This is an optimization exercise on Yosys and OpenROAD, whose aim is small area, a short achievable clock period and few clock cycles, not a production implementation. Function was checked by simulation only, so behaviour that the tests miss may differ from the original. No activity file was given, so power comes from the tool's default toggle rates.

**flow/run.sh**
```bash
#!/bin/bash
# Standard ORFS layout (the standard.sh) with:
#  - repair_timing asked to leave extra setup slack, so the design runs well
#    below the clock period;
#  - port buffers of a small fast cell (buf_2) rather than the default pick.
# Clock tree sink clusters are set in config.mk.
# make's own output goes to flow_make.log; ORFS keeps each step's log under orfs/logs.
set -euo pipefail
bash standard.sh SETUP_SLACK_MARGIN=8.2 \
  "BUFFER_PORTS_ARGS=-buffer_cell sky130_fd_sc_hd__buf_2" \
  finish > flow_make.log 2>&1
```
**standard.sh**
```bash
#!/bin/bash
# synth_recipe.tcl (not shown) runs the flow's synth.tcl, then flattens the netlist and writes it again
# the make line also repeats each setting of config.mk as NAME=value (left out here)
make -C /OpenROAD-flow-scripts/flow DESIGN_CONFIG=/design/flow/config.mk WORK_HOME=/design/flow/orfs CLKGATE_MAP_FILE= SYNTH_SCRIPT=/design/flow/synth_recipe.tcl "${@:-finish}"
```
**config.mk**
```make
export PLATFORM = sky130hd
export DESIGN_NAME = core
export DESIGN_NICKNAME = core
export VERILOG_FILES = /design/flow/design.v
export SDC_FILE = /design/flow/constraint.sdc
export NUM_CORES = 4
export LEC_CHECK = 0
export ABC_CLOCK_PERIOD_IN_PS = 4000
export CAP_MARGIN = 20
export CORE_MARGIN = 2
export CORE_UTILIZATION = 40
export CTS_CLUSTER_DIAMETER = 80
export CTS_CLUSTER_SIZE = 20
export SLEW_MARGIN = 20
```
**constraint.sdc**
```tcl
create_clock -name core_clock -period 12.0 [get_ports {i_clk}]
set_input_delay 2.4000 -clock core_clock [delete_from_list [all_inputs] [get_ports {i_clk}]]
set_output_delay 2.4000 -clock core_clock [all_outputs]
set_load 0.01 [all_outputs]
```
**design.v**
```verilog
module core #(                              
	parameter ADDR_W = 32,
	parameter INST_W = 32,
	parameter DATA_W = 32
)(
	input                   i_clk,
	input                   i_rst_n,
	output     [ ADDR_W-1 : 0 ] o_i_addr,
	input      [ INST_W-1 : 0 ] i_i_inst,
	output reg                  o_d_wen,
	output     [ ADDR_W-1 : 0 ] o_d_addr,
	output     [ DATA_W-1 : 0 ] o_d_wdata,
	input      [ DATA_W-1 : 0 ] i_d_rdata,
	output reg [    1 : 0 ] o_status,
	output reg              o_status_valid
);
reg  [9:0]  pc_f;           
reg  [9:0]  pc_d;           
reg  [10:0] d_pc4;          
reg         d_valid;
reg  [9:0]  nxt_r;          
reg         stopped;        
reg         x_valid;
reg         x_ok_t, x_ok_n;  
reg         p_br, p_taken;   
reg  [31:0] x_a, x_b;
reg  [15:0] x_imm;
reg  [4:0]  x_rd;
reg         x_wr, x_lw, x_sw, x_eof, x_itype;
reg         x_add, x_sub, x_addu, x_subu, x_and, x_or, x_nor, x_slt;
reg         x_br, x_beq;
reg  [9:0]  x_tgt, x_pc4;
reg         x_oor_t, x_oor_n;
reg         x_fwd_a, x_fwd_b;
reg  [31:0] m_res;
reg  [4:0]  m_rd;
reg         m_wen, m_lw;
reg  [5:0]  d_addr;
reg  [31:0] w_res;
reg  [4:0]  w_rd;
reg         w_wen, w_lw;
reg         pend2;
reg  [31:0] rf [0:31];
reg  [31:0]   rfv;
assign o_i_addr  = {22'd0, pc_f};
assign o_d_addr  = {24'd0, d_addr, 2'b00};
assign o_d_wdata = m_res;
wire x_live = x_valid & ~stopped & (p_br ? (p_taken ? x_ok_t : x_ok_n) : x_ok_n);
wire [3:0]  op   = i_i_inst[29:26];
wire [4:0]  rs   = i_i_inst[25:21];
wire [4:0]  rt   = i_i_inst[20:16];
wire [4:0]  rdf  = i_i_inst[15:11];
wire [15:0] imm  = i_i_inst[15:0];
wire d_add  = (op == 4'd1);
wire d_sub  = (op == 4'd2);
wire d_addu = (op == 4'd3);
wire d_subu = (op == 4'd4);
wire d_addi = (op == 4'd5);
wire d_lw   = (op == 4'd6);
wire d_sw   = (op == 4'd7);
wire d_and  = (op == 4'd8);
wire d_or   = (op == 4'd9);
wire d_nor  = (op == 4'd10);
wire d_beq  = (op == 4'd11);
wire d_bne  = (op == 4'd12);
wire d_slt  = (op == 4'd13);
wire d_eof  = (op == 4'd14);
wire d_rtype  = d_add | d_sub | d_addu | d_subu | d_and | d_or | d_nor | d_slt;
wire d_br     = d_beq | d_bne;
wire d_use_rs = ~d_eof;
wire d_use_rt = d_rtype | d_sw | d_br;
wire d_wr     = d_rtype | d_addi | d_lw;
wire [4:0] d_rd = d_rtype ? rdf : rt;
wire [31:0] rd_rs = rf[rs] & {32{rfv[rs]}};
wire [31:0] rd_rt = rf[rt] & {32{rfv[rt]}};
wire m_hit_s = m_wen & ~m_lw & (m_rd == rs);
wire m_hit_t = m_wen & ~m_lw & (m_rd == rt);
wire w_hit_s = w_wen & (w_rd == rs);
wire w_hit_t = w_wen & (w_rd == rt);
wire [31:0] w_data = w_lw ? i_d_rdata : w_res;
wire [31:0] a_rs = m_hit_s ? m_res : w_hit_s ? w_data : rd_rs;
wire [31:0] a_rt = m_hit_t ? m_res : w_hit_t ? w_data : rd_rt;
wire x_hit_s = x_live & x_wr & (x_rd == rs);
wire x_hit_t = x_live & x_wr & (x_rd == rt);
wire ml_s    = m_wen & m_lw & (m_rd == rs);
wire ml_t    = m_wen & m_lw & (m_rd == rt);
wire hz_s  = d_use_rs & ((x_hit_s & x_lw) | ml_s);
wire hz_t  = d_use_rt & ((x_hit_t & x_lw) | ml_t);
wire stall = hz_s | hz_t;
wire [16:0] tgt    = {6'd0, d_pc4} + {1'b0, imm};
wire        same   = (rs == rt);
wire        guess  = d_br & (d_beq ? same : ~same);
wire [31:0] xa = x_fwd_a ? m_res : x_a;
wire [31:0] xb = x_fwd_b ? m_res : x_b;
wire        x_inv = x_sub | x_subu | x_slt;
wire [31:0] bop   = x_fwd_b ? (m_res ^ {32{x_inv}}) : (x_b ^ {32{x_inv}});
wire [33:0] sum2  = {1'b0, xa, 1'b1} + {1'b0, bop, x_inv};
wire [32:0] sum   = sum2[33:1];
wire        sovf  = (xa[31] == bop[31]) & (sum[31] != xa[31]);
wire        lt    = (xa[31] != xb[31]) ? xa[31] : sum[31];
wire [8:0]  alo   = {1'b0, xa[7:0]} + {1'b0, x_imm[7:0]};
wire [31:0] bz    = {16'd0, x_imm};
wire [31:0] axb   = xa ^ bz;
wire [31:0] aob   = xa | bz;
wire        a_ok  = (axb[8] == alo[8]) & (axb[31:9] == aob[30:8]);
wire x_err = (x_add | x_sub) & sovf
           | x_addu & sum[32]
           | x_subu & ~sum[32]
           | (x_lw | x_sw) & ~a_ok;
reg [31:0] x_res;
always @(*) begin
	x_res = sum[31:0];
	if (x_and) x_res = xa & xb;
	if (x_or)  x_res = xa | xb;
	if (x_nor) x_res = ~(xa | xb);
	if (x_slt) x_res = {31'd0, lt};
	if (x_sw)  x_res = xb;
end
wire       eq     = (xa == xb);
wire       taken  = x_beq ? eq : ~eq;    
wire       x_oor  = x_br & (taken ? x_oor_t : x_oor_n);
wire       xstop  = x_live & (x_eof | x_err | x_oor);
wire       xb_live = x_live & x_br;
wire       dq_tgt  = (pc_d == x_tgt);
wire       dq_pc4  = (pc_d == x_pc4);
wire       dq_nxr  = (pc_d == nxt_r);
wire       dr_n    = d_valid & (x_live ? dq_pc4 : dq_nxr);
wire       dr_t    = d_valid & (x_live ? (x_br ? dq_tgt : dq_pc4) : dq_nxr);
wire [9:0] pc_f4   = pc_f + 10'd4;
wire [9:0] d_fdiff = pc_f - d_pc4[9:0];
wire       fq_tgt  = (imm[9:0] == d_fdiff);
wire       fq_pc4  = (pc_f == d_pc4[9:0]);
wire       fq_pcd  = (pc_f == pc_d);
wire       fq_xtgt = (pc_f == x_tgt);
wire       fq_xpc4 = (pc_f == x_pc4);
wire       fq_nxr  = (pc_f == nxt_r);
wire [9:0] nf_a    = guess ? (fq_tgt ? pc_f4 : tgt[9:0]) : (fq_pc4 ? pc_f4 : d_pc4[9:0]);
wire [9:0] nf_b    = fq_pcd ? pc_f4 : pc_d;
wire [9:0] nf_d    = stall ? nf_b : nf_a;
wire [9:0] nf_cn   = ~x_live ? (fq_nxr ? pc_f4 : nxt_r) : (fq_xpc4 ? pc_f4 : x_pc4);
wire [9:0] nf_ct   = ~x_live ? (fq_nxr ? pc_f4 : nxt_r)
                   : x_br ? (fq_xtgt ? pc_f4 : x_tgt) : (fq_xpc4 ? pc_f4 : x_pc4);
wire [9:0] nf_n    = dr_n ? nf_d : nf_cn;
wire [9:0] nf_t    = dr_t ? nf_d : nf_ct;
wire [9:0] nf      = taken ? nf_t : nf_n;
wire [9:0] nxt     = ~x_live ? nxt_r : (x_br & taken) ? x_tgt : x_pc4;
always @(posedge i_clk or negedge i_rst_n) begin
	if (!i_rst_n) begin
		pc_f    <= 10'd0;
		pc_d    <= 10'd0;
		d_pc4   <= 11'd4;
		d_valid <= 1'b0;
		nxt_r   <= 10'd0;
		stopped <= 1'b0;
		x_valid <= 1'b0;
		p_br    <= 1'b0;
		m_wen   <= 1'b0;
		w_wen   <= 1'b0;
		o_d_wen <= 1'b0;
		o_status_valid <= 1'b0;
		pend2   <= 1'b0;
	end else begin
		stopped <= stopped | xstop;
		pc_f    <= nf;
		pc_d    <= pc_f;
		d_pc4   <= {1'b0, pc_f} + 11'd4;
		d_valid <= 1'b1;
		nxt_r   <= nxt;
		x_valid <= d_valid & ~stall;
		p_br    <= xb_live;
		m_wen   <= x_live & x_wr & ~x_err;
		w_wen   <= m_wen;
		o_d_wen <= x_live & x_sw & ~x_err;
		o_status_valid <= x_live | pend2;
		pend2   <= x_live & x_oor;
	end
end
always @(posedge i_clk) begin
	x_ok_t  <= dr_t;
	x_ok_n  <= dr_n;
	p_taken <= taken;
	x_a     <= a_rs;
	x_b     <= d_addi ? {{16{imm[15]}}, imm} : a_rt;
	x_imm   <= imm;
	x_rd    <= d_rd;
	x_wr    <= d_wr;
	x_lw    <= d_lw;
	x_sw    <= d_sw;
	x_eof   <= d_eof;
	x_itype <= d_addi | d_lw | d_sw | d_br;
	x_add   <= d_add | d_addi;
	x_sub   <= d_sub;
	x_addu  <= d_addu;
	x_subu  <= d_subu;
	x_and   <= d_and;
	x_or    <= d_or;
	x_nor   <= d_nor;
	x_slt   <= d_slt;
	x_br    <= d_br;
	x_beq   <= d_beq;
	x_tgt   <= tgt[9:0];
	x_pc4   <= d_pc4[9:0];
	x_oor_t <= (tgt[16:10] != 7'd0);
	x_oor_n <= d_pc4[10];
	x_fwd_a <= x_hit_s;
	x_fwd_b <= x_hit_t & ~d_addi;
	m_res   <= x_res;
	m_rd    <= x_rd;
	m_lw    <= x_lw;
	d_addr  <= alo[7:2];
	w_res   <= m_res;
	w_rd    <= m_rd;
	w_lw    <= m_lw;
	o_status <= ~x_live ? 2'd2 : x_err ? 2'd2 : x_eof ? 2'd3 : {1'b0, x_itype};
end
always @(posedge i_clk) begin
	if (w_wen) rf[w_rd] <= w_data;
end
always @(posedge i_clk or negedge i_rst_n) begin
	if (!i_rst_n) rfv <= 32'd0;
	else if (w_wen) rfv[w_rd] <= 1'b1;
end
endmodule
```
==> metrics.sh, run 1 <==
OUTCOME='finished clean'
SLEW_HEADROOM=0.2428
ROUTED_WIRELENGTH_MM=221.1
WORST_PATH_DOMINANT_CELL_FAMILY='multiplexers'
DETAIL_ROUTE.VIAS_PER_CELL=6.312
REGTOREGSTARTPOINT='x_fwd_b'
SYN_AREA_UM2=66370
CRIT_FANOUT=32
DR.FIRST_ITER.DRC_COUNT=5745
YOSYS.CELL_TYPES.COUNT=84
PEAKVDDDROP_V=0.0001586
CRITICAL_PATH_ARRIVAL_NS=4.93
STARTPOINT_TYPE='input pin'
GRT_MAX_DEGREE=65
START_UTIL=0.4027
NUMBER_OF_DESIGN_RULE_VIOLATIONS_LEFT_AFTER_DETAIL_ROUTING=0
CLK_LATENCY_NS=0.72
DOMINANTREGCELLSYNTH='edfxtp_1'
REQUIRED_NS=12.58
TRACK_USAGE=0.2566
CRITICAL_PATH_CAPTURE_POINT_TYPE='flip-flop'
AVG_SYNTHESIZED_CELL_AREA_UM2=15.61
DP_HPWL_MM=116.6
SETUP-VIOLATIONS-FINAL=0
WORST_PIN_SLEW_NS=1.104
AREA_GROW_SYN2LAYOUT_PCT=17.56
FIN_CRIT_SH=0.3622
REPORT.FINAL.SLEW_VIOL_COUNT=0
POST_SYNTH_EDFFS=1024
FILLERINSTANCES=13900
POST_ROUTE_CELLS_DRIVE_ABOVE_1_SHARE=0.3553
POWERDENSITY_nW_PER_UM2=143.0
GLOBALROUTEMET2UTIL=0.4215
CTS_TREE='built'
FIRSTDRTPASSITERS=5
POWER.SHARE.SWITCHING=0.3061
MAX_CLOCK_FREQ_GHz=0.2300
CTS_BUFFERS=81
NETLIST_INSTANCES=4252
CLKPWRFRAC=0.265
ASYNC_RESET_FF_FRAC=0.06084
TIMING.SETUP.CRITICAL_PATH_CLASS='in2reg'
P_COMB_FRAC=0.240
FINALHOLDWORSTSLACK_NS=0.3854
CTS.ROOT.BUFFER_CELL='clkbuf_16'
PATH_CLK_SLEW_NS=0.10
REGISTER_AREA_UM2=37070
FIN_WORST_SKEW_NS=0.04296
FINALWEIGHTEDCONGESTION=0.8996
HOLD_VIOL=0
WIRE_PER_INST_UM=33.12
FP.DIEAREA_UM2=169200
CTS.SINK_COUNT=1315
GLOBAL_ROUTE.USAGE.MET3=0.03834
DIE_HEIGHT_UM=411.3
CP_NUM_BUF_INV=4
CRITPATHMAXSTAGEDELAY_NS=0.52
TNS_NS=0
SEQ_AREA_FRAC_SYNTH=0.5572
CRIT_SLOWEST_CELL='mux4_2'
FP-ROW-COUNT=149
FLOORPLAN.IO_PINS=166
DIE-WIDTH_UM=411.3
CTS_HOLD_BUFFERS=0
FP.COREAREA_UM2=164800
WORSTHOLDPATHTYPE='reg2reg'
GRT_SETUP_UNREPAIRED='true'
MULTI_INPUT_LOGIC_AREA_UM2=29930
MIN-DELAY-START='m_lw'
GRT_PASS1_VIAS=41350
TOTAL_LEAKAGE_POWER_uW=0.02691
CTS_MAX_PATH_BUFFERS=3
GLOBAL_ROUTE_WIRE_LENGTH_BEFORE_REPAIR_MM=309.3
ANTENNA_FOUND_INITIAL=6
FF2FF_SETUP_SLACK_NS=8.22
SYNTH-SEQ-CELLS=1315
VIAS=42130
NUMBER_OF_BUFFERS_ADDED_ON_PORTS=115
GLOBAL_ROUTE.PEAK_USAGE_LAYER='met2'
FINALNETCOUNT=4641
HTREE_NUM_LEVELS=3
GRTUSAGEMET1=0.3397
YOSYS_WARNINGS=1
CP_CELL_INSTANCES='buf_16 -> buf_12 -> buf_4 -> mux4_2 -> mux4_2 -> buf_12 -> nand3_1 -> o21ai_1 -> a21oi_1 -> nor2_1 -> a21oi_2 -> a21oi_1'
MOSTFREQUENTLAYOUTCELLS='edfxtp_1 (1024), mux4_2 (660), nor2_1 (188), dfxtp_1 (178), inv_1 (167)'
GRT.OVERFLOW.TOTAL=0
POWER.INTERNAL_uW=7739
WORST_SETUP_PATH_STARTPOINT='i_i_inst[16]'
LAYOUT.CELLS.MOST_COMMON='edfxtp_1'
SEQUENTIALPOWERSHARE=0.495
MAXCAPVIOLCOUNT=0
POWER.SWITCHING_uW=3414
FINALCRITICALPERIOD_NS=4.347
ANT_NETS=0
[final cells by class]
type,count,area share
Tap cell,2189,0.03510
Clock inverter,22,0.003512
Sequential cell,1315,0.4751
Timing Repair Buffer,393,0.06630
Inverter,174,0.008371
Antenna cell,2,0.00006415
Clock buffer,108,0.02795
Multi-Input combinational cell,2471,0.3836
[power groups by stage]
stage / Combinational (uW) / Clock (uW) / Sequential (uW)
floorplan: 1600 / 0 / 5490
global placement: 2130 / 0 / 5640
detailed placement: 2150 / 0 / 5640
CTS: 2550 / 2990 / 5520
global route: 2840 / 3140 / 5550
finish: 2670 / 2950 / 5530
[per-layer routing]
layer	vias up	part of all wire
li1	17210	-
met1	22190	0.38
met2	2289	0.48
met3	433	0.089
met4	4	0.049
met5	-	0.00012
[cells in the mapped netlist (6+ instances only)]
library cell	number	area share
edfxtp_1	1024	0.46
mux4_2	660	0.22
nor2_1	233	0.013
dfxtp_1	211	0.064
a21oi_1	205	0.015
clkbuf_1	174	0.0098
inv_1	173	0.0098
ha_1	137	0.026
nand2_1	135	0.0076
o21ai_0	132	0.010
xnor2_1	130	0.017
mux2i_1	128	0.019
xor2_1	80	0.011
dfrtp_1	79	0.030
nand3_1	64	0.0048
buf_2	63	0.0048
buf_1	53	0.0030
buf_4	52	0.0059
mux2_2	51	0.0087
a21o_1	44	0.0050
o21a_1	42	0.0048
o221ai_1	39	0.0051
nor3_1	33	0.0025
nor4_1	29	0.0027
nand4_1	28	0.0026
a211oi_1	26	0.0029
nor2b_1	21	0.0020
o21bai_1	16	0.0018
a31oi_1	15	0.0014
and3_1	11	0.0010
nand2b_1	10	0.00094
o211ai_1	10	0.0011
or3_1	10	0.00094
a32oi_1	8	0.0011
a32o_1	7	0.0011
and2_1	7	0.00066
or4_1	7	0.00079
a22o_1	6	0.00079
nand3b_1	6	0.00068
o22ai_1	6	0.00057
[metrics by stage]
step | cells | cell area [um^2] | setup slack (ns) | util | power (uW)
2_1_floorplan | 4299 | 67470 | 7.573 | - | 7094
3_3_place_gp | 6342 | 69440 | 4.998 | 0.4214 | 7771
5_1_grt | 6674 | 78020 | 7.645 | 0.4734 | 11530
6_report | 6674 | 78020 | 7.653 | 0.4734 | 11150
3_5_place_dp | 6343 | 69450 | 5.031 | 0.4214 | 7787
4_1_cts | 6629 | 76790 | 7.728 | 0.4659 | 11060
[timing repair]
action	in CTS	in global routing
gates resized for setup	508	132
pin swaps	119	82
gates cloned	58	12
buffers inserted	98	30
setup endpoints to repair	143	127
[registers in the layout, indices dropped and copies added (netlist names), 10 cells and up]
name   flops
x_imm     16
x_tgt     10
nxt_r     10
rfv       32
x_a       32
d_pc4     11
x_pc4     10
pc_f      10
rf      1024
m_res     32
x_b       32
w_res     32
[path summary, 6_finish.rpt]
kind / endpoint / cells after the start
worst max-delay path: x_b[13] / 12
worst min-delay path: w_lw / 0
worst max register to register: o_status[1] / 14
worst min register to register: w_lw / 0
max in group asynchronous: pc_f[8] / 2
min in group asynchronous: o_d_wen / 1
[kinds of logic (layout without fill, tap and decap cells)]
kind of cell / Yosys count / after routing / share of synthesized area
flip-flops: 1315 / 1315 / 0.5572
multiplexers: 842 / 842 / 0.2527
AND/OR/NAND/NOR: 615 / 619 / 0.04317
AO/OA/AOI/OAI: 611 / 611 / 0.05890
buffers and inverters: 517 / 697 / 0.03348
XOR/XNOR: 211 / 211 / 0.02805
adder cells (fa/ha/maj): 139 / 139 / 0.02643
other: 2 / 51 / 0.0001132
[worst register-to-register path, stage by stage, from the launching register on]
cell,delay [ns]
dfxtp_4,0.37
buf_12,0.14
buf_12,0.16
buf_12,0.13
mux2i_4,0.29
xor2_2,0.13
ha_4,0.32
nand4_1,0.17
or3_4,0.43
o21ai_4,0.17
and4_4,0.27
o211ai_4,0.09
and4_4,0.22
or3_4,0.41
or3_4,0.36
Testbench counts, summed over its fixed seeds: cycles 39,584.
==> inputs of run 2 (changes only) <==
--- a/design.v
+++ b/design.v
@@ -31,7 +31,8 @@
 reg         x_br, x_beq;
 reg  [9:0]  x_tgt, x_pc4;
 reg         x_oor_t, x_oor_n;
-reg         x_fwd_a, x_fwd_b;
+reg         x_sm_a, x_sw_a, x_sb_a, x_sr_a;
+reg         x_sm_b, x_sw_b, x_sb_b, x_sr_b, x_si_b;
 reg  [31:0] m_res;
 reg  [4:0]  m_rd;
 reg         m_wen, m_lw;
@@ -39,6 +40,7 @@
 reg  [31:0] w_res;
 reg  [4:0]  w_rd;
 reg         w_wen, w_lw;
+reg  [31:0] b_res;
 reg         pend2;
 reg  [31:0] rf [0:31];
 reg  [31:0]   rfv;
@@ -71,15 +73,13 @@
 wire d_use_rt = d_rtype | d_sw | d_br;
 wire d_wr     = d_rtype | d_addi | d_lw;
 wire [4:0] d_rd = d_rtype ? rdf : rt;
-wire [31:0] rd_rs = rf[rs] & {32{rfv[rs]}};
-wire [31:0] rd_rt = rf[rt] & {32{rfv[rt]}};
-wire m_hit_s = m_wen & ~m_lw & (m_rd == rs);
-wire m_hit_t = m_wen & ~m_lw & (m_rd == rt);
+wire [31:0] rd_rs = rf[rs];
+wire [31:0] rd_rt = rf[rt];
+wire [31:0] w_data = w_lw ? i_d_rdata : w_res;
+wire m_hit_s = m_wen & (m_rd == rs);
+wire m_hit_t = m_wen & (m_rd == rt);
 wire w_hit_s = w_wen & (w_rd == rs);
 wire w_hit_t = w_wen & (w_rd == rt);
-wire [31:0] w_data = w_lw ? i_d_rdata : w_res;
-wire [31:0] a_rs = m_hit_s ? m_res : w_hit_s ? w_data : rd_rs;
-wire [31:0] a_rt = m_hit_t ? m_res : w_hit_t ? w_data : rd_rt;
 wire x_hit_s = x_live & x_wr & (x_rd == rs);
 wire x_hit_t = x_live & x_wr & (x_rd == rt);
 wire ml_s    = m_wen & m_lw & (m_rd == rs);
@@ -88,12 +88,15 @@
 wire hz_t  = d_use_rt & ((x_hit_t & x_lw) | ml_t);
 wire stall = hz_s | hz_t;
 wire [16:0] tgt    = {6'd0, d_pc4} + {1'b0, imm};
-wire        same   = (rs == rt);
+wire        same   = (rs == rt) | ~(rfv[rs] | rfv[rt]);
 wire        guess  = d_br & (d_beq ? same : ~same);
-wire [31:0] xa = x_fwd_a ? m_res : x_a;
-wire [31:0] xb = x_fwd_b ? m_res : x_b;
+wire [31:0] xa = ({32{x_sm_a}} & m_res) | ({32{x_sw_a}} & w_res)
+               | ({32{x_sb_a}} & b_res) | ({32{x_sr_a}} & x_a);
+wire [31:0] xb = ({32{x_sm_b}} & m_res) | ({32{x_sw_b}} & w_res)
+               | ({32{x_sb_b}} & b_res) | ({32{x_sr_b}} & x_b)
+               | ({32{x_si_b}} & {{16{x_imm[15]}}, x_imm});
 wire        x_inv = x_sub | x_subu | x_slt;
-wire [31:0] bop   = x_fwd_b ? (m_res ^ {32{x_inv}}) : (x_b ^ {32{x_inv}});
+wire [31:0] bop   = xb ^ {32{x_inv}};
 wire [33:0] sum2  = {1'b0, xa, 1'b1} + {1'b0, bop, x_inv};
 wire [32:0] sum   = sum2[33:1];
 wire        sovf  = (xa[31] == bop[31]) & (sum[31] != xa[31]);
@@ -179,8 +182,8 @@
 	x_ok_t  <= dr_t;
 	x_ok_n  <= dr_n;
 	p_taken <= taken;
-	x_a     <= a_rs;
-	x_b     <= d_addi ? {{16{imm[15]}}, imm} : a_rt;
+	x_a     <= rd_rs;
+	x_b     <= rd_rt;
 	x_imm   <= imm;
 	x_rd    <= d_rd;
 	x_wr    <= d_wr;
@@ -202,8 +205,15 @@
 	x_pc4   <= d_pc4[9:0];
 	x_oor_t <= (tgt[16:10] != 7'd0);
 	x_oor_n <= d_pc4[10];
-	x_fwd_a <= x_hit_s;
-	x_fwd_b <= x_hit_t & ~d_addi;
+	x_sm_a  <= x_hit_s;
+	x_sw_a  <= ~x_hit_s & m_hit_s;
+	x_sb_a  <= ~x_hit_s & ~m_hit_s & w_hit_s;
+	x_sr_a  <= ~x_hit_s & ~m_hit_s & ~w_hit_s & rfv[rs];
+	x_sm_b  <= ~d_addi & x_hit_t;
+	x_sw_b  <= ~d_addi & ~x_hit_t & m_hit_t;
+	x_sb_b  <= ~d_addi & ~x_hit_t & ~m_hit_t & w_hit_t;
+	x_sr_b  <= ~d_addi & ~x_hit_t & ~m_hit_t & ~w_hit_t & rfv[rt];
+	x_si_b  <= d_addi;
 	m_res   <= x_res;
 	m_rd    <= x_rd;
 	m_lw    <= x_lw;
@@ -211,6 +221,7 @@
 	w_res   <= m_res;
 	w_rd    <= m_rd;
 	w_lw    <= m_lw;
+	b_res   <= w_data;
 	o_status <= ~x_live ? 2'd2 : x_err ? 2'd2 : x_eof ? 2'd3 : {1'b0, x_itype};
 end
 always @(posedge i_clk) begin
==> flow/run.sh (replaced) <==
#!/bin/bash
# Standard ORFS layout (the standard.sh) with:
#  - repair_timing asked to leave extra setup slack, so the design runs well
#    below the clock period;
#  - port buffers of a small fast cell (buf_2) rather than the default pick.
# make's own output goes to flow_make.log; ORFS keeps each step's log under orfs/logs.
set -euo pipefail
bash standard.sh SETUP_SLACK_MARGIN=8.3 \
  "BUFFER_PORTS_ARGS=-buffer_cell sky130_fd_sc_hd__buf_2" \
  finish > flow_make.log 2>&1
--- a/config.mk
+++ b/config.mk
@@ -9,6 +9,4 @@
 export CAP_MARGIN = 20
 export CORE_MARGIN = 2
 export CORE_UTILIZATION = 40
-export CTS_CLUSTER_DIAMETER = 80
-export CTS_CLUSTER_SIZE = 20
 export SLEW_MARGIN = 20
==> run 2 against run 1 <==
  * Utilization grew 0.92 points
  * Count of clock-buffer cells in the layout increased by 95
  * Sequential share of layout area rose by 0.25 points
  * Sequential power is 3% higher
  * Critical path depth increased by 1
  * Final area rose by 1.7%
  * Non-clock buffer count grew 23
  * Synthesized cell count fell by 5.2%
  * Synthesized area shrank 0.58%
  * First-iteration DRC count decreased by 1.3%
  * Largest cell class unchanged
  * Highest routed layer is now met4
==> metrics.sh, run 2 <==
GLOBAL_ROUTE_WIRE_LENGTH_BEFORE_REPAIR_MM=304.2  # was 309.3 mm
FINALWEIGHTEDCONGESTION=0.9225  # was 0.8996
CLK_LATENCY_NS=0.80  # was 0.72 ns
CTS_BUFFERS=141  # was 81
ASYNC_RESET_FF_FRAC=0.05908  # was 0.06084
DR.FIRST_ITER.DRC_COUNT=5672  # was 5745
DP_HPWL_MM=117.8  # was 116.6 mm
POWERDENSITY_nW_PER_UM2=158.2  # was 143.0 nW/um^2
ANTENNA_FOUND_INITIAL=10  # was 6
LAYOUT.CORE_UTILIZATION=0.4826  # was 0.4734
GRT.OVERFLOW.TOTAL=0  # unchanged
DR_WL_MET2_MM=106.5  # was 106.7 mm
ANT_NETS=0  # unchanged
SLEW_HEADROOM=0.2679  # was 0.2428
MAX_FLOP_REGISTER='rf'  # unchanged
MAXCAPVIOLCOUNT=0  # unchanged
LEADING_CELL_TYPES_BY_COUNT_AFTER_SYNTHESIS='edfxtp_1 (1024), mux4_2 (654), dfxtp_1 (250)'  # was edfxtp_1 (1024), mux4_2 (660), nor2_1 (233)
START_UTIL=0.4013  # was 0.4027
SYN_AREA_UM2=65990  # was 66370 um^2
YOSYS.CELL_TYPES.COUNT=86  # was 84
CRIT_FANOUT=7  # was 32
WIRE_PER_INST_UM=33.15  # was 33.12 um
CRITICAL_PATH_CAPTURE_POINT_TYPE='flip-flop'  # unchanged
NUMBER_OF_DESIGN_RULE_VIOLATIONS_LEFT_AFTER_DETAIL_ROUTING=0  # unchanged
POST_SYNTH_EDFFS=1024  # unchanged
HTREE_NUM_LEVELS=4  # was 3
PEAKVDDDROP_V=0.0001480  # was 0.0001586 V
ROUTED_WIRELENGTH_MM=219.8  # was 221.1 mm
NUMBER_OF_BUFFERS_ADDED_ON_PORTS=115  # unchanged
SETUP-VIOLATIONS-FINAL=0  # unchanged
TOTAL_LEAKAGE_POWER_uW=0.02791  # was 0.02691 uW
YOSYSTOPAREACELLSHARE=0.4660  # was 0.4633
TNS_NS=0  # unchanged
FP-ROW-COUNT=149  # unchanged
GRT_PASS1_VIAS=40520  # was 41350
CTS_TREE='built'  # unchanged
FIN_WORST_SKEW_NS=0.03977  # was 0.04296 ns
DIE-WIDTH_UM=410.2  # was 411.3 um
YOSYS_WARNINGS=1  # unchanged
WORST_PIN_SLEW_NS=1.096  # was 1.104 ns
ROUTE.LAYER.MET1.WL_MM=82.27  # was 83.91 mm
TRACK_USAGE=0.2542  # was 0.2566
FILLERINSTANCES=13550  # was 13900
TIMING.SETUP.CRITICAL_PATH_CLASS='in2reg'  # unchanged
FINALCRITICALPERIOD_NS=4.365  # was 4.347 ns
GRT_MAX_DEGREE=67  # was 65
LAYOUT.CELLS.MOST_COMMON='edfxtp_1'  # unchanged
AVG_SYNTHESIZED_CELL_AREA_UM2=16.36  # was 15.61 um^2
MET3_WIRELENGTH_FROM_DETAILED_ROUTING_MM=21.91  # was 19.68 mm
DOMINANTREGCELLSYNTH='edfxtp_1'  # unchanged
PATH_CLK_SLEW_NS=0.06  # was 0.10 ns
SYNTH-SEQ-CELLS=1354  # was 1315
DIE_HEIGHT_UM=410.2  # was 411.3 um
FINALPOWER_uW=12560  # was 11150 uW
CTS_HOLD_BUFFERS=0  # unchanged
CTS.ROOT.BUFFER_CELL='clkbuf_16'  # unchanged
CTS_MAX_PATH_BUFFERS=3  # unchanged
DETAIL_ROUTE.VIAS_PER_CELL=6.283  # was 6.312
FINALHOLDWORSTSLACK_NS=0.3639  # was 0.3854 ns
REQUIRED_NS=12.67  # was 12.58 ns
VIAS=41650  # was 42130
AREA_GROW_SYN2LAYOUT_PCT=20.26  # was 17.56%
SYNTH_TOP_CELL_BY_AREA='edfxtp_1'  # unchanged
CTS.SINK_COUNT=1354  # was 1315
FLOORPLAN.IO_PINS=166  # unchanged
MOSTFREQUENTLAYOUTCELLS='edfxtp_1 (1024), mux4_2 (654), dfxtp_1 (209), nand2_1 (172), clkbuf_16 (167)'  # was edfxtp_1 (1024), mux4_2 (660), nor2_1 (188), dfxtp_1 (178), inv_1 (167)
FP.COREAREA_UM2=164400  # was 164800 um^2
SYNTH.TOP_CELLS.BY_AREA='edfxtp_1 (47%), mux4_2 (22%), dfxtp_1 (7.6%)'  # was edfxtp_1 (46%), mux4_2 (22%), dfxtp_1 (6.4%)
POST_ROUTE_CELLS_DRIVE_ABOVE_1_SHARE=0.3710  # was 0.3553
FINALNETCOUNT=4527  # was 4641
OUTCOME='finished clean'  # unchanged
FIRSTDRTPASSITERS=6  # was 5
NETLIST_INSTANCES=4033  # was 4252
FP.DIEAREA_UM2=168200  # was 169200 um^2
FIN_CRIT_SH=0.3638  # was 0.3622
CRITICAL_PATH_ARRIVAL_NS=5.04  # was 4.93 ns
WORSTHOLDPATHTYPE='reg2reg'  # unchanged
MAX_CLOCK_FREQ_GHz=0.2291  # was 0.2300 GHz
MAXUSEDROUTINGLAYER='met4'  # was met5
FLIP_FLOP_COUNT_OF_THE_LARGEST_REGISTER_AFTER_LAYOUT=1024  # unchanged
REPORT.FINAL.SLEW_VIOL_COUNT=0  # unchanged
SYNTH.MOST_COMMON_CELL='edfxtp_1'  # unchanged
STARTPOINT_TYPE='input pin'  # unchanged
GRT_SETUP_UNREPAIRED='true'  # unchanged
SEQ_AREA_FRAC_SYNTH=0.5722  # was 0.5572
HOLD_VIOL=0  # unchanged
-- run 2: cell count changes in the layout (fill, tap and decap cells not counted), sizes merged, moves of 42 or more --
cell / delta
mux2i: -82
inv: -58
a22oi: +110
nand2: +42
clkbuf: +105
a21oi: -121
mux2: +55
o21ai: -50
nor2: -93
-- run 2: timing repair --
item,CTS,global route
setup buffers,103,49
pin swaps,72,79
endpoints found under the setup margin,170,124
cloned,57,22
gates resized for setup,379,154
-- run 2: cell type report --
cell class                      instances  area [um^2]  area share
Antenna cell                            3        7.507  0.00009460
Clock buffer                          203         4049     0.05102
Clock inverter                         54        620.6    0.007821
Inverter                              122        493.0    0.006212
Multi-Input combinational cell       2287        27910      0.3518
Sequential cell                      1354        37900      0.4776
Tap cell                             2189         2739     0.03451
Timing Repair Buffer                  416         5620     0.07083
Timing Repair inverter                  1        8.758   0.0001104
-- run 2: cell families (layout without fill, tap and decap cells) --
kind of cell / count (synthesis) / count (layout) / synth area share
compound gates: 532 / 532 / 0.05668
buf+inv: 439 / 796 / 0.02840
xor+xnor: 212 / 212 / 0.02825
mux: 809 / 809 / 0.2489
flops: 1354 / 1354 / 0.5722
other cells: 2 / 52 / 0.0001138
simple gates: 547 / 547 / 0.03900
fa+ha+maj: 138 / 138 / 0.02639
-- run 2: final timing paths --
path	to	slack, ns	cells after the start	start
worst max-delay path	pc_f[1]	7.63	13	i_i_inst[20]
worst min-delay path	w_lw	0.36	0	m_lw
worst max register to register	pc_f[1]	7.76	15	x_si_b
worst min register to register	w_lw	0.36	0	m_lw
max in group asynchronous	pc_f[2]	9.30	2	i_rst_n
min in group asynchronous	d_pc4[1]	1.46	1	i_rst_n
-- run 2: layer usage --
metal	vias up	track usage
met5	-	0
met4	0	0.08969
met3	447	0.04490
met2	2460	0.4180
met1	21840	0.3399
li1	16900	-
-- run 2: worst max-delay path: stages --
cell and delay [ns]:
buf_16 0.13, buf_16 0.15, mux2i_1 0.12, a311o_1 0.29, nor3_2 0.21, a211oi_2 0.08
a21oi_2 0.30, mux2i_4 0.43, nor2b_4 0.13, buf_4 0.16, a221o_1 0.33, o211ai_1 0.17
a22oi_1 0.11
-- run 2: stage by stage --
stage	worst slack (ns)	instances	area, um^2
finish	7.635	6629	79350
global route	7.549	6626	79350
CTS	7.718	6555	77670
detailed placement	5.011	6138	69030
global placement	4.996	6138	69030
floorplan	7.156	4080	67470
-- run 2: where the power goes --
part           switching [uW]  internal (uW)  total [uW]
Clock                    1870           2610        4480
Combinational            1310           1040        2350
Sequential                290           5430        5720
Total                    3470           9080       12600
Testbench counts of run 2, summed over its fixed seeds: cycles 39,205.
==> inputs of run 3 (changes only) <==
--- a/design.v
+++ b/design.v
@@ -88,7 +88,7 @@
 wire hz_t  = d_use_rt & ((x_hit_t & x_lw) | ml_t);
 wire stall = hz_s | hz_t;
 wire [16:0] tgt    = {6'd0, d_pc4} + {1'b0, imm};
-wire        same   = (rs == rt) | ~(rfv[rs] | rfv[rt]);
+wire        same   = (rs == rt);
 wire        guess  = d_br & (d_beq ? same : ~same);
 wire [31:0] xa = ({32{x_sm_a}} & m_res) | ({32{x_sw_a}} & w_res)
                | ({32{x_sb_a}} & b_res) | ({32{x_sr_a}} & x_a);
==> run 3 against run 2 <==
  * Global-route usage fell by 0.29 points
  * First-iteration DRC count is 1.7% lower
  * Sequential share of layout area increased by 0.56 points
  * Count of clock-buffer cells in the layout shrank 8
  * Fmax up 9.0%
==> metrics.sh, run 3 <==
YOSYSTOPAREACELLSHARE=0.4659  # was 0.4660
CRITPATHMAXSTAGEDELAY_NS=0.37  # was 0.43 ns
FLIP_FLOP_COUNT_OF_THE_LARGEST_REGISTER_AFTER_LAYOUT=1024  # unchanged
LEADING_CELL_TYPES_BY_COUNT_AFTER_SYNTHESIS='edfxtp_1 (1024), mux4_2 (660), dfxtp_1 (250)'  # was edfxtp_1 (1024), mux4_2 (654), dfxtp_1 (250)
ANT_NETS=0  # unchanged
CLK_LATENCY_NS=0.82  # was 0.80 ns
FP.COREAREA_UM2=164400  # unchanged
STARTPOINT_TYPE='flip-flop'  # was input pin
REQUIRED_NS=12.70  # was 12.67 ns
CTS.ROOT.BUFFER_CELL='clkbuf_16'  # unchanged
POWERDENSITY_nW_PER_UM2=162.7  # was 158.2 nW/um^2
TNS_NS=0  # unchanged
SLEW_HEADROOM=0.2239  # was 0.2679
GLOBAL_ROUTE.PEAK_USAGE_LAYER='met2'  # unchanged
SYN_AREA_UM2=66000  # was 65990 um^2
CTS.SINK_COUNT=1354  # unchanged
REPORT.FINAL.SLEW_VIOL_COUNT=0  # unchanged
CTS_TREE='built'  # unchanged
CTS_HOLD_BUFFERS=0  # unchanged
YOSYS_WARNINGS=1  # unchanged
WIRE_PER_INST_UM=32.78  # was 33.15 um
GRT_MAX_DEGREE=61  # was 67
GRT.OVERFLOW.TOTAL=0  # unchanged
FINALCRITICALPERIOD_NS=4.004  # was 4.365 ns
GRTUSAGEMET1=0.3442  # was 0.3399
NUMBER_OF_BUFFERS_ADDED_ON_PORTS=115  # unchanged
PATH_CLK_SLEW_NS=0.06  # about the same
DETAIL_ROUTE.VIAS_PER_CELL=6.274  # was 6.283
FP-ROW-COUNT=149  # unchanged
WORST_PATH_DOMINANT_CELL_FAMILY='compound AO/OA/AOI/OAI gates'  # unchanged
OUTCOME='finished clean'  # unchanged
SYNTH.TOP_CELLS.BY_AREA='edfxtp_1 (47%), mux4_2 (23%), dfxtp_1 (7.6%)'  # was edfxtp_1 (47%), mux4_2 (22%), dfxtp_1 (7.6%)
GRT_PASS1_VIAS=40590  # was 40520
MAX_FLOP_REGISTER='rf'  # unchanged
POST_SYNTH_EDFFS=1024  # unchanged
FINAL_CRITICAL_PATH_SETUP_SLACK_NS=7.996  # was 7.635 ns
DP_HPWL_MM=118.2  # was 117.8 mm
LAYOUT.CELLS.NON_FILLER=6594  # was 6629
SETUP-VIOLATIONS-FINAL=0  # unchanged
CRIT_FANOUT=4  # was 7
CTS_BUFFERS=144  # was 141
PEAKVDDDROP_V=0.0001641  # was 0.0001480 V
START_UTIL=0.4014  # was 0.4013
POST_ROUTE_CELLS_DRIVE_ABOVE_1_SHARE=0.3693  # was 0.3710
MOSTFREQUENTLAYOUTCELLS='edfxtp_1 (1024), mux4_2 (660), dfxtp_1 (210), buf_4 (181), nand2_1 (160)'  # was edfxtp_1 (1024), mux4_2 (654), dfxtp_1 (209), nand2_1 (172), clkbuf_16 (167)
NUMBER_OF_DESIGN_RULE_VIOLATIONS_LEFT_AFTER_DETAIL_ROUTING=0  # unchanged
YOSYS.CELL_TYPES.COUNT=82  # was 86
VIAS=41370  # was 41650
FLOORPLAN.IO_PINS=166  # unchanged
DIE_HEIGHT_UM=410.2  # about the same
MAX_CLOCK_FREQ_GHz=0.2498  # was 0.2291 GHz
MAXCAPVIOLCOUNT=0  # unchanged
AVG_SYNTHESIZED_CELL_AREA_UM2=16.40  # was 16.36 um^2
GRT_SETUP_UNREPAIRED='true'  # unchanged
WORSTHOLDPATHTYPE='reg2reg'  # unchanged
AREA_GROW_SYN2LAYOUT_PCT=18.84  # was 20.26%
ROUTED_WIRELENGTH_MM=216.2  # was 219.8 mm
PLACE_AREA_UM2=69160  # was 69030 um^2
CRITICAL_PATH_ARRIVAL_NS=4.71  # was 5.04 ns
CP_CELL_INSTANCES='buf_12 -> a222oi_1 -> inv_1 -> a221oi_4 -> xor2_1 -> ha_1 -> a211o_1 -> a21o_1 -> a311o_1 -> buf_4 -> a21bo_4 -> a21oi_4 -> xnor2_2 -> a222oi_1 -> o21ai_1 -> a22o_1'  # was buf_16 -> buf_16 -> mux2i_1 -> a311o_1 -> nor3_2 -> a211oi_2 -> a21oi_2 -> mux2i_4 -> nor2b_4 -> buf_4 -> a221o_1 -> o211ai_1 -> a22oi_1
CTS_MAX_PATH_BUFFERS=3  # unchanged
TIMING.SETUP.CRITICAL_PATH_CLASS='reg2reg'  # was in2reg
FINALNETCOUNT=4489  # was 4527
GLOBALROUTEMET2UTIL=0.4013  # was 0.4180
HOLD_VIOL=0  # unchanged
CRIT_SLOWEST_CELL='ha_1'  # was mux2i_4
FIRSTDRTPASSITERS=7  # was 6
CP_NUM_BUF_INV=3  # unchanged
WORST_PIN_SLEW_NS=1.154  # was 1.096 ns
GLOBAL_ROUTE_WIRE_LENGTH_BEFORE_REPAIR_MM=301.1  # was 304.2 mm
DP_CELLS=6139  # was 6138
FINALWEIGHTEDCONGESTION=0.9204  # was 0.9225
FIN_CRIT_SH=0.3336  # was 0.3638
GLOBAL_ROUTE.USAGE.MET3=0.04682  # was 0.04490
TRACK_USAGE=0.2513  # was 0.2542
SYNTH-SEQ-CELLS=1354  # unchanged
SYNTH_TOP_CELL_BY_AREA='edfxtp_1'  # unchanged
ANTENNA_FOUND_INITIAL=10  # unchanged
DR.FIRST_ITER.DRC_COUNT=5576  # was 5672
CRITICAL_PATH_CAPTURE_POINT_TYPE='flip-flop'  # unchanged
LAYOUT.CELLS.MOST_COMMON='edfxtp_1'  # unchanged
ASYNC_RESET_FF_FRAC=0.05908  # unchanged
HTREE_NUM_LEVELS=4  # unchanged
POST_PLACE_WORST_SLACK_NS=5.954  # was 5.011 ns
FP.DIEAREA_UM2=168300  # was 168200 um^2
NETLIST_INSTANCES=4024  # was 4033
FIN_WORST_SKEW_NS=0.02969  # was 0.03977 ns
STDCELL_AREA_UM2=78430  # was 79350 um^2
FINALHOLDWORSTSLACK_NS=0.3875  # was 0.3639 ns
SYNTH.MOST_COMMON_CELL='edfxtp_1'  # unchanged
DOMINANTREGCELLSYNTH='edfxtp_1'  # unchanged
DIE-WIDTH_UM=410.2  # about the same
TOTAL_LEAKAGE_POWER_uW=0.02724  # was 0.02791 uW
CRITICAL-PATH-TOP-CELL-BY-COUNT='a222oi_1'  # was buf_16
SEQ_AREA_FRAC_SYNTH=0.5721  # was 0.5722
[run 3: worst reg2reg max path, cell delays in order (launching register included)]
cell,delay (ns)
dfxtp_4,0.36
buf_12,0.13
a222oi_1,0.32
inv_1,0.12
a221oi_4,0.34
xor2_1,0.13
ha_1,0.37
a211o_1,0.30
a21o_1,0.19
a311o_1,0.35
buf_4,0.18
a21bo_4,0.23
a21oi_4,0.18
xnor2_2,0.09
a222oi_1,0.27
o21ai_1,0.13
a22o_1,0.20
[run 3: logic make-up after synthesis]
kind of cell	count (synthesis)	share of synthesized area
other cells	2	0.0001138
mux	811	0.2501
fa+ha+maj	139	0.02658
xor+xnor	204	0.02751
compound gates	538	0.05733
simple gates	539	0.03841
flops	1354	0.5721
buf+inv	437	0.02783
[run 3: final timing paths]
check | endpoint | slack (ns) | cells past startpoint | startpoint
max in group asynchronous | pc_f[0] | 9.34 | 2 | i_rst_n
min in group asynchronous | d_pc4[4] | 1.49 | 1 | i_rst_n
max reg2reg | m_res[18] | 8.00 | 16 | x_sm_b
min | w_lw | 0.39 | 0 | m_lw
max | m_res[18] | 8.00 | 16 | x_sm_b
min reg2reg | w_lw | 0.39 | 0 | m_lw
[run 3: where the power goes]
part           leakage, uW  switching [uW]  total (uW)  internal (uW)
Clock              0.00235            1940        4580           2640
Combinational       0.0124            1400        2490           1080
Sequential          0.0125             276        5690           5410
[run 3: layout make-up]
| type | count | area [um^2] |
|---|---|---|
| sequential | 1354 | 37900 |
| fill | 13700 | 86000 |
| multi-input combinational | 2280 | 27960 |
| timing repair buffer | 382 | 4516 |
| antenna | 2 | 5.005 |
| clock inverter | 70 | 848.3 |
| tap | 2189 | 2739 |
| clock buffer | 195 | 3996 |
| inverter | 122 | 462.9 |
[run 3: routing by layer]
metal | share of wire | vias up | wire length [um]
met5 | 0.00018 | - | 39
met4 | 0.040 | 6 | 8661
met3 | 0.10 | 387 | 21540
met2 | 0.47 | 2264 | 102500
met1 | 0.39 | 21900 | 83450
li1 | - | 16810 | -
[run 3: metrics by stage]
step	utilization	total power (uW)
after global routing	0.4770	13170
after detailed placement	0.4206	7812
after floorplan	-	7133
after global placement	0.4206	7797
after CTS	0.4690	12610
final	0.4770	12760
[run 3: timing repair]
item / CTS / global route
setup buffers: 95 / 52
pin swaps: 69 / 103
endpoints found under the setup margin: 168 / 113
endpoints found under the hold margin: 0 / 0
gates cloned: 34 / 7
gates resized for setup: 326 / 150
Testbench counts of run 3, summed over its fixed seeds: cycles 39,584.
==> inputs of run 4 (changes only) <==
--- a/flow/run.sh
+++ b/flow/run.sh
@@ -3,6 +3,7 @@
 #  - repair_timing asked to leave extra setup slack, so the design runs well
 #    below the clock period;
 #  - port buffers of a small fast cell (buf_2) rather than the default pick.
+# Clock tree sink clusters are set in config.mk.
 # make's own output goes to flow_make.log; ORFS keeps each step's log under orfs/logs.
 set -euo pipefail
 bash standard.sh SETUP_SLACK_MARGIN=8.3 \
--- a/config.mk
+++ b/config.mk
@@ -9,4 +9,6 @@
 export CAP_MARGIN = 20
 export CORE_MARGIN = 2
 export CORE_UTILIZATION = 40
+export CTS_CLUSTER_DIAMETER = 80
+export CTS_CLUSTER_SIZE = 20
 export SLEW_MARGIN = 20
==> run 4 against run 3 <==
  * Via count rose by 0.15%
  * Worst hold slack got worse by 0.025 ns
  * Combinational power barely moved
  * Die area did not move
  * Synthesized cell count did not move
  * Total power fell by 12%
  * Count of clock-buffer cells in the layout fell by 65
  * Utilization fell by 0.76 points
  * Critical path type is now in2reg
  * Largest power group unchanged
==> metrics.sh, run 4 <==
OUTCOME='finished clean'  # unchanged
WORSTHOLDPATHTYPE='reg2reg'  # unchanged
NUMBER_OF_BUFFERS_ADDED_ON_PORTS=115  # unchanged
P_COMB_FRAC=0.222  # was 0.195
MOSTFREQUENTLAYOUTCELLS='edfxtp_1 (1024), mux4_2 (660), dfxtp_1 (212), buf_4 (168), nand2_1 (161)'  # was edfxtp_1 (1024), mux4_2 (660), dfxtp_1 (210), buf_4 (181), nand2_1 (160)
GRT.OVERFLOW.TOTAL=0  # unchanged
FLOORPLAN.IO_PINS=166  # unchanged
YOSYS.CELL_TYPES.COUNT=82  # unchanged
TIMING.SETUP.CRITICAL_PATH_CLASS='in2reg'  # was reg2reg
FIRSTDRTPASSITERS=6  # was 7
CRITICAL_PATH_CAPTURE_POINT_TYPE='flip-flop'  # unchanged
FIN_WORST_SKEW_NS=0.04138  # was 0.02969 ns
LAYOUT.CELLS.MOST_COMMON='edfxtp_1'  # unchanged
ANT_NETS=0  # unchanged
FP.DIEAREA_UM2=168300  # unchanged
REPORT.FINAL.SLEW_VIOL_COUNT=0  # unchanged
FIN_CRIT_SH=0.3414  # was 0.3336
FLIP_FLOP_COUNT_OF_THE_LARGEST_REGISTER_AFTER_LAYOUT=1024  # unchanged
SEQ_AREA_FRAC_SYNTH=0.5721  # unchanged
SEQUENTIALPOWERSHARE=0.509  # was 0.446
TNS_NS=0  # unchanged
SETUP-VIOLATIONS-FINAL=0  # unchanged
SYNTH_TOP_CELL_BY_AREA='edfxtp_1'  # unchanged
STARTPOINT_TYPE='input pin'  # was flip-flop
HOLD_VIOL=0  # unchanged
MAX_FLOP_REGISTER='rf'  # unchanged
MIN-DELAY-START='m_lw'  # unchanged
FP-ROW-COUNT=149  # unchanged
FINALCRITICALPERIOD_NS=4.097  # was 4.004 ns
ROUTED_WIRELENGTH_MM=220.3  # was 216.2 mm
CTS_BUFFERS=82  # was 144
WORST-R2R-CELL-COUNT=15  # was 16
DIE-WIDTH_UM=410.2  # unchanged
CTS.ROOT.BUFFER_CELL='clkbuf_16'  # unchanged
FP.COREAREA_UM2=164400  # unchanged
REGTOREGSTARTPOINT='x_sm_b'  # unchanged
FILLERINSTANCES=13880  # was 13700
PEAKVDDDROP_V=0.0001492  # was 0.0001641 V
SYN_AREA_UM2=66000  # unchanged
MAXCAPVIOLCOUNT=0  # unchanged
CLK_LATENCY_NS=0.72  # was 0.82 ns
GLOBAL_ROUTE_WIRE_LENGTH_BEFORE_REPAIR_MM=301.7  # was 301.1 mm
CRITICAL_PATH.REG2REG.ENDPOINT='m_res[18]'  # unchanged
WIRE_PER_INST_UM=33.75  # was 32.78 um
REQUIRED_NS=12.61  # was 12.70 ns
POWERDENSITY_nW_PER_UM2=144.9  # was 162.7 nW/um^2
FF2FF_SETUP_SLACK_NS=8.04  # was 8.00 ns
TOTAL_LEAKAGE_POWER_uW=0.02667  # was 0.02724 uW
GRT_SETUP_UNREPAIRED='true'  # unchanged
POST_SYNTH_EDFFS=1024  # unchanged
FINALWEIGHTEDCONGESTION=0.9204  # unchanged
SYNTH.MOST_COMMON_CELL='edfxtp_1'  # unchanged
TRACK_USAGE=0.2512  # was 0.2513
POWER.SHARE.SWITCHING=0.2975  # was 0.2840
SYNTH-SEQ-CELLS=1354  # unchanged
SLEW_HEADROOM=0.2664  # was 0.2239
LEADING_CELL_TYPES_BY_COUNT_AFTER_SYNTHESIS='edfxtp_1 (1024), mux4_2 (660), dfxtp_1 (250)'  # unchanged
FINALNETCOUNT=4470  # was 4489
PLACE_AREA_UM2=69160  # unchanged
MAX_CLOCK_FREQ_GHz=0.2441  # was 0.2498 GHz
YOSYS_WARNINGS=1  # unchanged
CTS.SINK_COUNT=1354  # unchanged
MIN_DELAY_WORST_ENDPOINT='w_lw'  # unchanged
CLKPWRFRAC=0.269  # was 0.359
DOMINANTREGCELLSYNTH='edfxtp_1'  # unchanged
YOSYSTOPAREACELLSHARE=0.4659  # unchanged
NUMBER_OF_DESIGN_RULE_VIOLATIONS_LEFT_AFTER_DETAIL_ROUTING=0  # unchanged
DETAIL_ROUTE.VIAS_PER_CELL=6.349  # was 6.274
CRITICAL_PATH_ARRIVAL_NS=4.71  # about the same
ASYNC_RESET_FF_FRAC=0.05908  # unchanged
CTS_MAX_PATH_BUFFERS=3  # unchanged
WHS_PATH_DEPTH=0  # unchanged
LAYOUT.CELLS.NON_FILLER=6526  # was 6594
DR.FIRST_ITER.DRC_COUNT=6145  # was 5576
PATH_CLK_SLEW_NS=0.09  # was 0.06 ns
POWER.INTERNAL_uW=7855  # was 9136 uW
AVG_SYNTHESIZED_CELL_AREA_UM2=16.40  # unchanged
SYNTH.TOP_CELLS.BY_AREA='edfxtp_1 (47%), mux4_2 (23%), dfxtp_1 (7.6%)'  # unchanged
CRIT_FANOUT=4  # unchanged
WORST_PIN_SLEW_NS=1.100  # was 1.154 ns
GRT_PASS1_VIAS=40210  # was 40590
DP_HPWL_MM=118.2  # unchanged
POWER.SWITCHING_uW=3327  # was 3624 uW
NETLIST_INSTANCES=4024  # unchanged
AREA_GROW_SYN2LAYOUT_PCT=16.93  # was 18.84%
START_UTIL=0.4014  # unchanged
LAYOUT.CORE_UTILIZATION=0.4693  # was 0.4770
ANTENNA_FOUND_INITIAL=8  # was 10
CTS_TREE='built'  # unchanged
GRT_MAX_DEGREE=61  # unchanged
HTREE_NUM_LEVELS=3  # was 4
POST_ROUTE_CELLS_DRIVE_ABOVE_1_SHARE=0.3615  # was 0.3693
STDCELL_AREA_UM2=77170  # was 78430 um^2
DIE_HEIGHT_UM=410.2  # unchanged
DP_CELLS=6139  # unchanged
VIAS=41430  # was 41370
run 4: cell counts after synthesis:
Identical to the previous run, type by type.
run 4: power by group through the flow:
| stage | logic, uW | registers [uW] | clock network, uW |
|---|---|---|---|
| after global routing | 2650 | 5710 | 3210 |
| after floorplan | 1500 | 5630 | 0 |
| final | 2490 | 5690 | 3000 |
| after global placement | 2000 | 5800 | 0 |
| after CTS | 2280 | 5680 | 3040 |
| after detailed placement | 2010 | 5800 | 0 |
run 4: area by class of cell:
| type | instances | area (um^2) | area share |
|---|---|---|---|
| Antenna cell | 5 | 12.51 | 0.0001621 |
| Clock buffer | 130 | 2295 | 0.02973 |
| Clock inverter | 21 | 226.5 | 0.002935 |
| Inverter | 122 | 457.9 | 0.005934 |
| Multi-Input combinational cell | 2280 | 28040 | 0.3634 |
| Sequential cell | 1354 | 37880 | 0.4908 |
| Tap cell | 2189 | 2739 | 0.03549 |
| Timing Repair Buffer | 425 | 5523 | 0.07156 |
run 4: through the flow:
stage	power [uW]	hold WS (ns)	setup WS, ns
after floorplan	7133	0.3499	7.507
after global placement	7797	0.3597	5.947
after detailed placement	7812	0.3603	5.954
after CTS	11000	0.3726	7.944
after global routing	11560	0.3727	7.884
final	11180	0.3621	7.903
run 4: kinds of logic after synthesis:
kind of cell | share of synthesized area
flip-flops | 0.5721
multiplexers | 0.2501
AND/OR/NAND/NOR | 0.03841
AO/OA/AOI/OAI | 0.05733
buffers and inverters | 0.02783
XOR/XNOR | 0.02751
adder cells (fa/ha/maj) | 0.02658
other | 0.0001138
run 4: per-layer routing:
metal / GRT usage / routed length, um / share of wire / vias up
met1: 0.3470 / 85380 / 0.39 / 21970
met3: 0.04257 / 21370 / 0.097 / 368
met2: 0.3976 / 104100 / 0.47 / 2372
met5: 0 / 40 / 0.00018 / -
met4: 0.09857 / 9400 / 0.043 / 6
li1: - / - / - / 16710
run 4: what timing repair did:
item / CTS / global route
hold buffers: 0 / 0
cloned: 45 / 41
endpoints found under the setup margin: 163 / 115
resized for setup: 324 / 178
pin swaps: 71 / 87
setup buffers: 89 / 56
run 4: worst max-delay path: stages:
cell and delay [ns]:
buf_12 0.12, ha_4 0.23, a21o_1 0.20, a21oi_2 0.18, o22ai_2 0.09, or4_4 0.49, a41o_1 0.26, a21oi_2 0.19
xnor2_2 0.12, o21a_1 0.19, o31a_1 0.23
run 4: how the worst max path moves through the flow:
stage	cells past startpoint	start	slack [ns]	end
2_1_floorplan	10	i_i_inst[18]	7.51	pc_f[8]
3_3_place_gp	12	i_i_inst[18]	5.95	pc_f[1]
3_5_place_dp	12	i_i_inst[18]	5.95	pc_f[1]
4_1_cts	12	i_i_inst[9]	7.94	pc_f[1]
5_1_grt	15	x_sm_b	7.88	m_res[18]
6_report	11	i_i_inst[1]	7.90	pc_f[9]
==> inputs of run 5 (changes only) <==
--- a/design.v
+++ b/design.v
@@ -15,6 +15,7 @@
 	output reg              o_status_valid
 );
 reg  [9:0]  pc_f;           
+reg  [9:0]  pc_on;          
 reg  [9:0]  pc_d;           
 reg  [10:0] d_pc4;          
 reg         d_valid;
@@ -35,7 +36,9 @@
 reg         x_sm_b, x_sw_b, x_sb_b, x_sr_b, x_si_b;
 reg  [31:0] m_res;
 reg  [4:0]  m_rd;
-reg         m_wen, m_lw;
+reg         m_valid, m_wr, m_lw;
+reg         m_eof, m_oor, m_itype;
+reg         m_sgn, m_addu, m_subu, m_aerr, m_a31, m_b31, m_c32;
 reg  [5:0]  d_addr;
 reg  [31:0] w_res;
 reg  [4:0]  w_rd;
@@ -44,10 +47,16 @@
 reg         pend2;
 reg  [31:0] rf [0:31];
 reg  [31:0]   rfv;
-assign o_i_addr  = {22'd0, pc_f};
+assign o_i_addr  = {22'd0, ~pc_on};
 assign o_d_addr  = {24'd0, d_addr, 2'b00};
 assign o_d_wdata = m_res;
 wire x_live = x_valid & ~stopped & (p_br ? (p_taken ? x_ok_t : x_ok_n) : x_ok_n);
+wire m_err  = m_sgn & (m_a31 == m_b31) & (m_res[31] != m_a31)
+            | m_addu & m_c32
+            | m_subu & ~m_c32
+            | m_aerr;
+wire m_stop = m_valid & (m_err | m_eof | m_oor);
+wire m_wen  = m_valid & m_wr;
 wire [3:0]  op   = i_i_inst[29:26];
 wire [4:0]  rs   = i_i_inst[25:21];
 wire [4:0]  rt   = i_i_inst[20:16];
@@ -106,23 +115,14 @@
 wire [31:0] axb   = xa ^ bz;
 wire [31:0] aob   = xa | bz;
 wire        a_ok  = (axb[8] == alo[8]) & (axb[31:9] == aob[30:8]);
-wire x_err = (x_add | x_sub) & sovf
-           | x_addu & sum[32]
-           | x_subu & ~sum[32]
-           | (x_lw | x_sw) & ~a_ok;
-reg [31:0] x_res;
-always @(*) begin
-	x_res = sum[31:0];
-	if (x_and) x_res = xa & xb;
-	if (x_or)  x_res = xa | xb;
-	if (x_nor) x_res = ~(xa | xb);
-	if (x_slt) x_res = {31'd0, lt};
-	if (x_sw)  x_res = xb;
-end
+wire x_aerr = (x_lw | x_sw) & ~a_ok;
+wire [31:0] x_lres = ({32{x_and}} & (xa & xb)) | ({32{x_or}} & (xa | xb))
+                   | ({32{x_nor}} & ~(xa | xb)) | ({32{x_sw}} & xb);
+wire        x_sel_sum = x_add | x_sub | x_addu | x_subu;
+wire [31:0] x_res  = x_sel_sum ? sum[31:0] : x_slt ? {31'd0, lt} : x_lres;
 wire       eq     = (xa == xb);
 wire       taken  = x_beq ? eq : ~eq;    
 wire       x_oor  = x_br & (taken ? x_oor_t : x_oor_n);
-wire       xstop  = x_live & (x_eof | x_err | x_oor);
 wire       xb_live = x_live & x_br;
 wire       dq_tgt  = (pc_d == x_tgt);
 wire       dq_pc4  = (pc_d == x_pc4);
@@ -150,6 +150,7 @@
 always @(posedge i_clk or negedge i_rst_n) begin
 	if (!i_rst_n) begin
 		pc_f    <= 10'd0;
+		pc_on   <= 10'h3ff;
 		pc_d    <= 10'd0;
 		d_pc4   <= 11'd4;
 		d_valid <= 1'b0;
@@ -157,25 +158,26 @@
 		stopped <= 1'b0;
 		x_valid <= 1'b0;
 		p_br    <= 1'b0;
-		m_wen   <= 1'b0;
+		m_valid <= 1'b0;
 		w_wen   <= 1'b0;
 		o_d_wen <= 1'b0;
 		o_status_valid <= 1'b0;
 		pend2   <= 1'b0;
 	end else begin
-		stopped <= stopped | xstop;
+		stopped <= stopped | m_stop;
 		pc_f    <= nf;
+		pc_on   <= ~nf;
 		pc_d    <= pc_f;
 		d_pc4   <= {1'b0, pc_f} + 11'd4;
 		d_valid <= 1'b1;
 		nxt_r   <= nxt;
 		x_valid <= d_valid & ~stall;
 		p_br    <= xb_live;
-		m_wen   <= x_live & x_wr & ~x_err;
-		w_wen   <= m_wen;
-		o_d_wen <= x_live & x_sw & ~x_err;
-		o_status_valid <= x_live | pend2;
-		pend2   <= x_live & x_oor;
+		m_valid <= x_live & ~m_stop;
+		w_wen   <= m_wen & ~m_err;
+		o_d_wen <= x_live & x_sw & ~x_aerr & ~m_stop;
+		o_status_valid <= m_valid | pend2;
+		pend2   <= m_valid & m_oor;
 	end
 end
 always @(posedge i_clk) begin
@@ -216,13 +218,24 @@
 	x_si_b  <= d_addi;
 	m_res   <= x_res;
 	m_rd    <= x_rd;
+	m_wr    <= x_wr;
 	m_lw    <= x_lw;
+	m_eof   <= x_eof;
+	m_oor   <= x_oor;
+	m_itype <= x_itype;
+	m_sgn   <= x_add | x_sub;
+	m_addu  <= x_addu;
+	m_subu  <= x_subu;
+	m_aerr  <= x_aerr;
+	m_a31   <= xa[31];
+	m_b31   <= bop[31];
+	m_c32   <= sum[32];
 	d_addr  <= alo[7:2];
 	w_res   <= m_res;
 	w_rd    <= m_rd;
 	w_lw    <= m_lw;
 	b_res   <= w_data;
-	o_status <= ~x_live ? 2'd2 : x_err ? 2'd2 : x_eof ? 2'd3 : {1'b0, x_itype};
+	o_status <= ~m_valid ? 2'd2 : m_err ? 2'd2 : m_eof ? 2'd3 : {1'b0, m_itype};
 end
 always @(posedge i_clk) begin
 	if (w_wen) rf[w_rd] <= w_data;
--- a/config.mk
+++ b/config.mk
@@ -11,4 +11,5 @@
 export CORE_UTILIZATION = 40
 export CTS_CLUSTER_DIAMETER = 80
 export CTS_CLUSTER_SIZE = 20
+export PLACE_DENSITY = 0.72
 export SLEW_MARGIN = 20
==> run 5 against run 4 <==
  * Sequential share of layout area is 1.0 points higher
  * Final cell count is 1.7% lower
  * First-iteration DRC count is 7.4% higher
  * Fmax is 5.4% lower
  * Critical path depth is 1 higher
  * Flip-flop and latch count is 21 higher
  * Non-clock buffer count is 60 lower
==> metrics.sh, run 5 <==
DETAIL_ROUTE.VIAS_PER_CELL=6.499  # was 6.349
WORSTHOLDPATHTYPE='reg2reg'  # unchanged
OUTCOME='finished clean'  # unchanged
AREA_FRACTION_IN_COMPOUND_GATES_AFTER_SYNTHESIS=0.05259  # was 0.05733
MAX_FLOP_REGISTER='rf'  # unchanged
CRITICAL_PATH_ARRIVAL_NS=4.99  # was 4.71 ns
FINALWEIGHTEDCONGESTION=0.8990  # was 0.9204
CTS.ROOT.BUFFER_CELL='clkbuf_16'  # unchanged
GRT_SETUP_UNREPAIRED='true'  # unchanged
SEQ_AREA_FRAC_SYNTH=0.5774  # was 0.5721
FF2FF_SETUP_SLACK_NS=7.99  # was 8.04 ns
CTS_TREE='built'  # unchanged
MAXCAPVIOLCOUNT=0  # unchanged
CLK_LATENCY_NS=0.74  # was 0.72 ns
LEADING_CELL_TYPES_BY_COUNT_AFTER_SYNTHESIS='edfxtp_1 (1024), mux4_2 (660), dfxtp_1 (261)'  # was edfxtp_1 (1024), mux4_2 (660), dfxtp_1 (250)
POST_SYNTH_EDFFS=1024  # unchanged
CRITICAL_PATH.REG2REG.ENDPOINT='pc_on[9]'  # was m_res[18]
REGTOREGSTARTPOINT='x_sb_a'  # was x_sm_b
FIN_WORST_SKEW_NS=0.04093  # was 0.04138 ns
HOLD_VIOL=0  # unchanged
NETLIST_INSTANCES=3972  # was 4024
MOSTFREQUENTLAYOUTCELLS='edfxtp_1 (1024), mux4_2 (660), dfxtp_1 (226), xnor2_1 (135), nand2_1 (133)'  # was edfxtp_1 (1024), mux4_2 (660), dfxtp_1 (212), buf_4 (168), nand2_1 (161)
POWERDENSITY_nW_PER_UM2=142.7  # was 144.9 nW/um^2
FILLERINSTANCES=13550  # was 13880
FINALCRITICALPERIOD_NS=4.329  # was 4.097 ns
START_UTIL=0.4023  # was 0.4014
CTS_HOLD_BUFFERS=0  # unchanged
FP.DIEAREA_UM2=168800  # was 168300 um^2
STARTPOINT_TYPE='input pin'  # unchanged
TOTAL_LEAKAGE_POWER_uW=0.02653  # was 0.02667 uW
YOSYS.CELL_TYPES.COUNT=79  # was 82
MIN_DELAY_WORST_ENDPOINT='m_eof'  # was w_lw
GRT_PASS1_VIAS=39910  # was 40210
WORST-R2R-CELL-COUNT=14  # was 15
[run 5: cell count changes after synthesis, sizes merged, moves of 16 or more]
cell	delta
mux2	+36
o21bai	-32
a21o	+29
o21ai	-29
nand2	-27
o22ai	+26
nor2	-17
a21oi	-16
a221oi	+16
nand3	+16
[run 5: per-layer routing]
layer  GRT usage  up-vias  part of all wire
li1            -    16430                 -
met4     0.09686        2             0.056
met3     0.04056      531              0.11
met5           0        -          0.000061
met2      0.3901     3177              0.48
met1      0.3073    21540              0.35
[run 5: worst max-delay path by stage]
stage / start / end / cells after the start
floorplan: i_i_inst[22] / pc_f[3] / 11
global placement: i_i_inst[22] / x_a[30] / 6
detailed placement: i_i_inst[22] / x_a[30] / 6
CTS: i_i_inst[22] / pc_on[3] / 10
global route: i_i_inst[22] / pc_on[3] / 10
finish: i_i_inst[22] / pc_on[3] / 12
[run 5: layout make-up]
type / count / area (um^2) / area share
multi-input cells: 2217 / 27530 / 0.3601
clock inverters: 11 / 132.6 / 0.001735
well taps: 2189 / 2739 / 0.03583
flip-flops and latches: 1375 / 38320 / 0.5013
inverters: 117 / 439.2 / 0.005745
clock buffers: 138 / 2261 / 0.02957
diodes: 1 / 2.502 / 0.00003273
repair buffers: 365 / 5021 / 0.06568
[run 5: cells by family (layout without fill, tap and decap cells)]
| family | count (synthesis) | in the layout |
|---|---|---|
| other | 2 | 50 |
| XOR/XNOR | 208 | 208 |
| multiplexers | 838 | 838 |
| buffers and inverters | 428 | 631 |
| adder cells (fa/ha/maj) | 138 | 138 |
| flip-flops | 1375 | 1375 |
| AO/OA/AOI/OAI | 496 | 496 |
| AND/OR/NAND/NOR | 487 | 488 |
[run 5: where the power goes]
group          internal [uW]  total, uW  switching (uW)
clock                   1310       2940            1630
combinational           1040       2320            1270
sequential              5350       5650             301
total                   7700      10900            3210
[run 5: timing repair]
| item | CTS | global route |
|---|---|---|
| buffers inserted | 46 | 46 |
| gates resized for setup | 265 | 146 |
| hold endpoints to repair | 0 | 0 |
| endpoints found under the setup margin | 160 | 120 |
| pin swaps | 33 | 40 |
| gates cloned | 39 | 44 |
[run 5: per-stage QoR]
step,setup slack [ns],hold WS (ns),power (uW)
floorplan,7.064,0.3096,7060
global placement,5.946,0.3106,7593
detailed placement,5.949,0.3135,7626
CTS,7.663,0.3328,10670
global route,7.665,0.3354,11220
finish,7.671,0.3333,10910
[run 5: critical path: stages]
cell and delay (ns):
buf_16 0.12, buf_4 0.16, buf_6 0.15, xor2_1 0.17, nor4_1 0.29, nand3_1 0.25, o22a_1 0.29, and3_4 0.20
mux2_4 0.29, or3_4 0.34, nand3_2 0.09, a32o_2 0.21
Testbench counts of run 5, summed over its fixed seeds: cycles 39,776.

Check on run 5: ideal ports give 7.671 ns setup slack; a clkbuf_16 on the clock port and buf_2 on the inputs give 7.591 ns; moving port delays by the midpoint clock arrival (0.800 ns) as well gives 6.791 ns.
